What follows belongs to an exercise in optimizing a design on an open flow for small area, a short achievable clock period and few clock cycles; a production flow would make more cautious choices.
RTL that was checked went through simulation tests only; none was proved equivalent to the original.
Power figures rest on the tool's default switching activity, not on a simulated workload.

## job 102
==> flow/design.v <==
module rle (
    clk,
    nreset,
    start,
    message_addr,
    message_size,
    rle_addr,
    rle_size,
    done,
    port_A_data_in,
    port_A_data_out,
    port_A_addr,
    port_A_we
    );
input   clk;
input   nreset;
input   start;
input   [31:0] message_addr;
input   [31:0] message_size;
input   [31:0] rle_addr;
input   [31:0] port_A_data_out;
output reg [31:0] port_A_data_in;
output  [15:0] port_A_addr;
output reg port_A_we;
output  [31:0] rle_size;
output  done;
reg        busy;        
reg        rnew;        
reg        dv;          
reg        dlast;       
reg [31:0] q;           
reg [3:0]  qe;          
reg        q_v;         
reg        qlast;       
reg [1:0]  qlst;        
reg [3:1]  qne;         
reg        fl;          
reg [13:0] rleft;       
reg [1:0]  lastidx;     
reg [13:0] raddr;
reg [13:0] waddr;
reg [7:0]  v;           
reg [7:0]  c;           
reg        have;        
reg [7:0]  rem_b;       
reg [7:0]  rem_rv;      
reg        rem_rc2;     
reg        rem_v;
reg        rem_2;       
reg        rem_b1;      
reg [15:0] pend;        
reg        pend_v;
reg [13:0] rsw;         
reg        odd;         
assign done = ~busy;
assign rle_size = {16'd0, rsw, odd, 1'b0};
reg  [13:0] aword;      
assign port_A_addr = {aword, 2'b00};
wire [13:0] anext = aword + 14'd1;      
wire [13:0] raddr_n = rnew ? anext : raddr;
wire [13:0] waddr_n = port_A_we ? anext : waddr;
wire [31:0] x = port_A_data_out;
wire        cap = dv & ~(q_v & rem_v);
wire [1:0]  xlst = dlast ? lastidx : 2'd3;
always @(posedge clk) begin
    if (cap) begin
        q <= x;
        qe <= {x[31:24] == x[23:16], x[23:16] == x[15:8],
               x[15:8] == x[7:0], x[7:0] == q[31:24]};
        qlast <= dlast;
        qlst <= xlst;
        qne <= {(xlst == 2'd3) & (x[31:24] != x[23:16]),
                xlst[1] & (x[23:16] != x[15:8]),
                (xlst != 2'd0) & (x[15:8] != x[7:0])};
    end
end
wire [31:0] d = q;
wire        dact = q_v & ~rem_v;             
wire        flush = fl & ~rem_v;             
wire        act = rem_v | q_v | fl;
wire [1:0]  dlst = qlst;
wire eq0 = qe[0];
wire eq1 = qe[1];
wire eq2 = qe[2];
wire eq3 = qe[3];
wire c255 = (c == 8'd255);
wire c254 = (c == 8'd254);
wire c253 = (c == 8'd253);
wire c252 = (c == 8'd252);
wire [3:0] dbnd;
assign dbnd[0] = have & (~eq0 | c255);
assign dbnd[1] = qne[1] | ((dlst != 2'd0) & c254 & eq0);
assign dbnd[2] = qne[2] | (dlst[1] & c253 & eq0 & eq1);
assign dbnd[3] = qne[3] | ((dlst == 2'd3) & c252 & eq0 & eq1 & eq2);
wire [3:0] b = dbnd;
wire d_nb0 = ~|b;
wire d_ge2 = (b[0] & b[1]) | (b[0] & b[2]) | (b[0] & b[3]) |
             (b[1] & b[2]) | (b[1] & b[3]) | (b[2] & b[3]);
wire d_nb3 = (b[0] & b[1] & b[2]) | (b[0] & b[1] & b[3]) |
             (b[0] & b[2] & b[3]) | (b[1] & b[2] & b[3]);
wire d_three = b[0] & b[1] & b[2];           
wire [3:0] f1;
assign f1[0] = b[0];
assign f1[1] = b[1] & ~b[0];
assign f1[2] = b[2] & ~b[1] & ~b[0];
assign f1[3] = b[3] & ~b[2] & ~b[1] & ~b[0];
wire [7:0] c1 = c + 8'd1;
wire [7:0] c2 = c + 8'd2;
wire [7:0] c3 = c + 8'd3;
wire [7:0] veff = have ? v : d[7:0];         
wire [7:0] d_len1 = ({8{f1[0]}} & c) | ({8{f1[1]}} & c1) |
                    ({8{f1[2]}} & c2) | ({8{f1[3]}} & c3);
wire [7:0] d_val2 = ({8{f1[0]}} & d[7:0]) | ({8{f1[1]}} & d[15:8]) |
                    ({8{f1[2]}} & d[23:16]);
reg  [1:0] d_len2;      
always @(*) begin
    case (b[2:0])
    3'b101:  d_len2 = 2'd2;
    3'b001:  d_len2 = b[3] ? 2'd3 : 2'd1;
    3'b010:  d_len2 = b[3] ? 2'd2 : 2'd1;
    default: d_len2 = 2'd1;
    endcase
end
reg [7:0] vlast;
always @(*) begin
    case (dlst)
    2'd0: vlast = d[7:0];
    2'd1: vlast = d[15:8];
    2'd2: vlast = d[23:16];
    default: vlast = d[31:24];
    endcase
end
reg [2:0] d_cs;
always @(*) begin
    if (b[3])
        d_cs = 3'd1;
    else if (b[2])
        d_cs = {1'b0, dlst} - 3'd1;
    else if (b[1])
        d_cs = {1'b0, dlst};
    else
        d_cs = {1'b0, dlst} + 3'd1;
end
wire [7:0] clast = c + {6'd0, dlst} + 8'd1;
wire [7:0] d_c = d_nb0 ? clast : {5'd0, d_cs};
wire r_two = rem_v & rem_2 & rem_b1;
wire [15:0] p1 = dact ? {veff, d_len1} :
                 rem_v ? {rem_rv, 6'd0, rem_rc2, ~rem_rc2} : {v, c};
wire [15:0] p2 = dact ? {d_val2, 6'd0, d_len2} : {rem_b, 8'd1};
wire nb0 = dact ? d_nb0 : ~(rem_v | flush);
wire ge2 = dact ? d_ge2 : r_two;
wire nb1 = ~nb0 & ~ge2;
wire nb3 = dact & d_nb3;
wire [7:0] c_n = dact ? d_c : {6'd0, rem_2 & ~rem_b1, ~(rem_2 & ~rem_b1)};
wire        out = flush | ge2 | (~nb0 & pend_v);
wire [31:0] ow = pend_v ? {p1, pend} : {flush ? 16'd0 : p2, p1};
always @(posedge clk or negedge nreset) begin
    if (!nreset) begin
        busy <= 1'b0;
        rnew <= 1'b0;
        dv <= 1'b0;
        q_v <= 1'b0;
        rem_v <= 1'b0;
        fl <= 1'b0;
        port_A_we <= 1'b0;
    end else if (!busy) begin
        port_A_we <= 1'b0;
        rem_v <= 1'b0;
        dv <= 1'b0;
        q_v <= 1'b0;
        fl <= 1'b0;
        busy <= start;
        rnew <= start;
    end else begin
        port_A_we <= out;
        rnew <= ~out & (rnew ? (rleft != 14'd1) : (rleft != 14'd0));
        dv <= rnew | (dv & ~cap);
        q_v <= cap | (q_v & rem_v);
        rem_v <= dact & nb3;
        fl <= fl | (dact & qlast);
        if (flush)
            busy <= 1'b0;
    end
end
always @(posedge clk) begin
    rem_b <= d[23:16];
    rem_rv <= d_three ? d[15:8] : d[23:16];
    rem_rc2 <= ~(d_three | b[2]);
    rem_2 <= d_three & (dlst == 2'd3);
    rem_b1 <= dbnd[3];
    port_A_data_in <= ow;
end
always @(posedge clk) begin
    if (!busy) begin
        raddr <= message_addr[15:2];
        waddr <= rle_addr[15:2];
        aword <= message_addr[15:2];
        rleft <= message_size[15:2] + {13'd0, message_size[1:0] != 2'd0};
        lastidx <= message_size[1:0] - 2'd1;
        c <= 8'd0;
        have <= 1'b0;
        pend_v <= 1'b0;
        if (start) begin
            rsw <= 14'd0;
            odd <= 1'b0;
        end
    end else begin
        if (rnew) begin
            raddr <= raddr_n;
            rleft <= rleft - 14'd1;
            dlast <= (rleft == 14'd1);
        end
        if (port_A_we)
            waddr <= waddr_n;
        aword <= out ? waddr_n : raddr_n;
        if (act) begin
            have <= 1'b1;
            if (dact)
                v <= vlast;
            c <= c_n;
        end
        if (act & ~nb0)
            pend <= pend_v ? p2 : p1;
        pend_v <= pend_v ^ (act & nb1);
        rsw <= rsw + {13'd0, port_A_we} + {13'd0, flush & pend_v};
        if (flush)
            odd <= ~pend_v;
    end
end
endmodule
clock: 4.5 ns
lec_check: 0
cap_margin: 20
core_margin: 2
core_utilization: 60
setup_slack_margin: 2.0
slew_margin: 20
standard.sh (not shown) runs the stock make flow with config.mk's settings and CLKGATE_MAP_FILE= SYNTH_SCRIPT=/design/flow/synth_recipe.tcl, a recipe that flattens the netlist after the stock synthesis.
==> flow/flow/run.sh <==
#!/bin/bash
# Standard layout, with plain buf_1 cells as the port buffers and a clock
# tree of smaller buffers without dummy loads.
export BUFFER_PORTS_ARGS="-buffer_cell sky130_fd_sc_hd__buf_1"
export CTS_ARGS="-sink_clustering_enable -repair_clock_nets -buf_list {sky130_fd_sc_hd__clkbuf_4 sky130_fd_sc_hd__clkbuf_8} -dont_use_dummy_load"
bash standard.sh > standard.log 2>&1
Job 102 was carried through to the last stage, and its layout satisfied the timing, design-rule and antenna checks.
--- input diff job 102..job 105 ---
--- a/flow/design.v
+++ b/flow/design.v
@@ -55,9 +55,7 @@
 assign done = ~busy;
 assign rle_size = {16'd0, rsw, odd, 1'b0};
-reg  [13:0] aword;      
+wire [13:0] aword = port_A_we ? waddr : raddr;
 assign port_A_addr = {aword, 2'b00};
 wire [13:0] anext = aword + 14'd1;      
-wire [13:0] raddr_n = rnew ? anext : raddr;
-wire [13:0] waddr_n = port_A_we ? anext : waddr;
 wire [31:0] x = port_A_data_out;
 wire        cap = dv & ~(q_v & rem_v);
@@ -195,5 +193,4 @@
         raddr <= message_addr[15:2];
         waddr <= rle_addr[15:2];
-        aword <= message_addr[15:2];
         rleft <= message_size[15:2] + {13'd0, message_size[1:0] != 2'd0};
         lastidx <= message_size[1:0] - 2'd1;
@@ -207,11 +204,10 @@
     end else begin
         if (rnew) begin
-            raddr <= raddr_n;
+            raddr <= anext;
             rleft <= rleft - 14'd1;
             dlast <= (rleft == 14'd1);
         end
         if (port_A_we)
-            waddr <= waddr_n;
-        aword <= out ? waddr_n : raddr_n;
+            waddr <= anext;
         if (act) begin
             have <= 1'b1;
==> run notes <==
| post-route clock period utilization | higher: job 102 |. Job 105 against job 102: die area now smaller, final non-filler cell area now smaller, worst slack on hold paths now larger. Synthesized cell count: job 105 < job 102. In the tables for job 105 and job 102, sequential share of power reads higher with job 105. Summary: with job 102 as the reference, total of flip-flops plus latches after synthesis in job 105 moved down by a few percent. Job 105 vs. job 102: total power went down by 15%. Job 105 vs job 102: number of standard cells in the final layout excluding fillers down by a little under 10%. | count of vias placed by the detailed router | higher: job 102 |. Job 105 improves on job 102 in first-pass GRT wire length.
Testbench counts of job 105, summed over its fixed seeds: cycles 6,649.
For job 102, only the layout was checked, not whether the RTL still works.

== main ==
Starts from the design.v that is shown in full above.
clock: 4.5 ns
lec_check: 0
cap_margin: 20
core_margin: 2
core_utilization: 60
setup_slack_margin: 2.3
slew_margin: 20
Scripts as last shown in full above: flow/flow/run.sh
### main -> the feature branch
--- a/flow/design.v
+++ b/flow/design.v
@@ -54,11 +54,9 @@
 reg        odd;         
 assign done = ~busy;
 assign rle_size = {16'd0, rsw, odd, 1'b0};
-reg  [13:0] aword;      
+wire [13:0] aword = port_A_we ? waddr : raddr;
 assign port_A_addr = {aword, 2'b00};
 wire [13:0] anext = aword + 14'd1;      
-wire [13:0] raddr_n = rnew ? anext : raddr;
-wire [13:0] waddr_n = port_A_we ? anext : waddr;
 wire [31:0] x = port_A_data_out;
 wire        cap = dv & ~(q_v & rem_v);
 wire [1:0]  xlst = dlast ? lastidx : 2'd3;
@@ -194,7 +192,6 @@
     if (!busy) begin
         raddr <= message_addr[15:2];
         waddr <= rle_addr[15:2];
-        aword <= message_addr[15:2];
         rleft <= message_size[15:2] + {13'd0, message_size[1:0] != 2'd0};
         lastidx <= message_size[1:0] - 2'd1;
         c <= 8'd0;
@@ -206,13 +203,12 @@
         end
     end else begin
         if (rnew) begin
-            raddr <= raddr_n;
+            raddr <= anext;
             rleft <= rleft - 14'd1;
             dlast <= (rleft == 14'd1);
         end
         if (port_A_we)
-            waddr <= waddr_n;
-        aword <= out ? waddr_n : raddr_n;
+            waddr <= anext;
         if (act) begin
             have <= 1'b1;
             if (dact)
--- outcome ---
- For cell total after placement, dividing the value from main by the value from the feature branch gives 1.07.
- Max overall power after layout across main and the feature branch: main
- Between the feature branch and main, it is the feature branch whose setup slack is lower, by 0.083 ns.
- The beginning of the critical path comes out port_A_we in one run and q_v in the other, namely in the feature branch and main respectively.
- Between main and the feature branch, portion of the clock cycle consumed by the worst path in the final layout increased.
- Fraction of final layout cells sized beyond drive strength 1 for the feature branch is higher than for main.
- Cmp main and the feature branch / clock-buffer cell count / higher: main
- The feature branch reports its path type of the worst setup path as reg2out while main reports reg2reg.
- Against main, cell area after layout in the feature branch came out better.
- The combinational share of power reported for the feature branch is greater than that of main by 3.6 points.
- | number of fill cells in the layout | the feature branch vs main | 7.7% lower |
- The feature branch: simple-gate share of the synthesized area lower than main
- Shortest period the worst path allows: the feature branch vs main up 0.083 ns
Testbench counts of the feature branch, summed over its fixed seeds: cycles 6,649.
Function not checked in main: the RTL went through the layout flow alone.

## re-timing with driven ports
The results above use ideal ports. As a check the final layouts listed here were re-extracted and re-timed, cells and wires unchanged. Step 1 sets driving cells, clkbuf_16 on the clock port and buf_2 on the other inputs (assumed; they add their load-dependent delay and slew). Step 2 times the ports against the registers' clock, not the clock port: input delays grow and output delays shrink by t, the midpoint of the rising clock arrivals with the driver on. Slacks: ideal / step 1 / step 2; pairs: ideal / step 1.
| run | t (ns) | setup slack, ns | latest minus earliest clock arrival (ns) | worst register clock-pin slew, ns |
|---|---|---|---|---|
| job 102 | 0.547 | 2.000 / 2.000 / 1.865 | 0.053 / 0.054 | 0.06 / 0.06 |
| job 105 | 0.485 | 2.038 / 1.997 / 1.840 | 0.042 / 0.041 | 0.11 / 0.11 |
| main | 0.565 | 2.100 / 2.100 / 2.022 | 0.043 / 0.043 | 0.06 / 0.06 |
| the feature branch | 0.498 | 2.017 / 1.978 / 2.007 | 0.038 / 0.038 | 0.11 / 0.11 |
After both steps setup and hold are still met in every run listed. The setup slack of job 105, which loses most, moves by -0.041 ns with the drivers and by -0.198 ns with both steps.
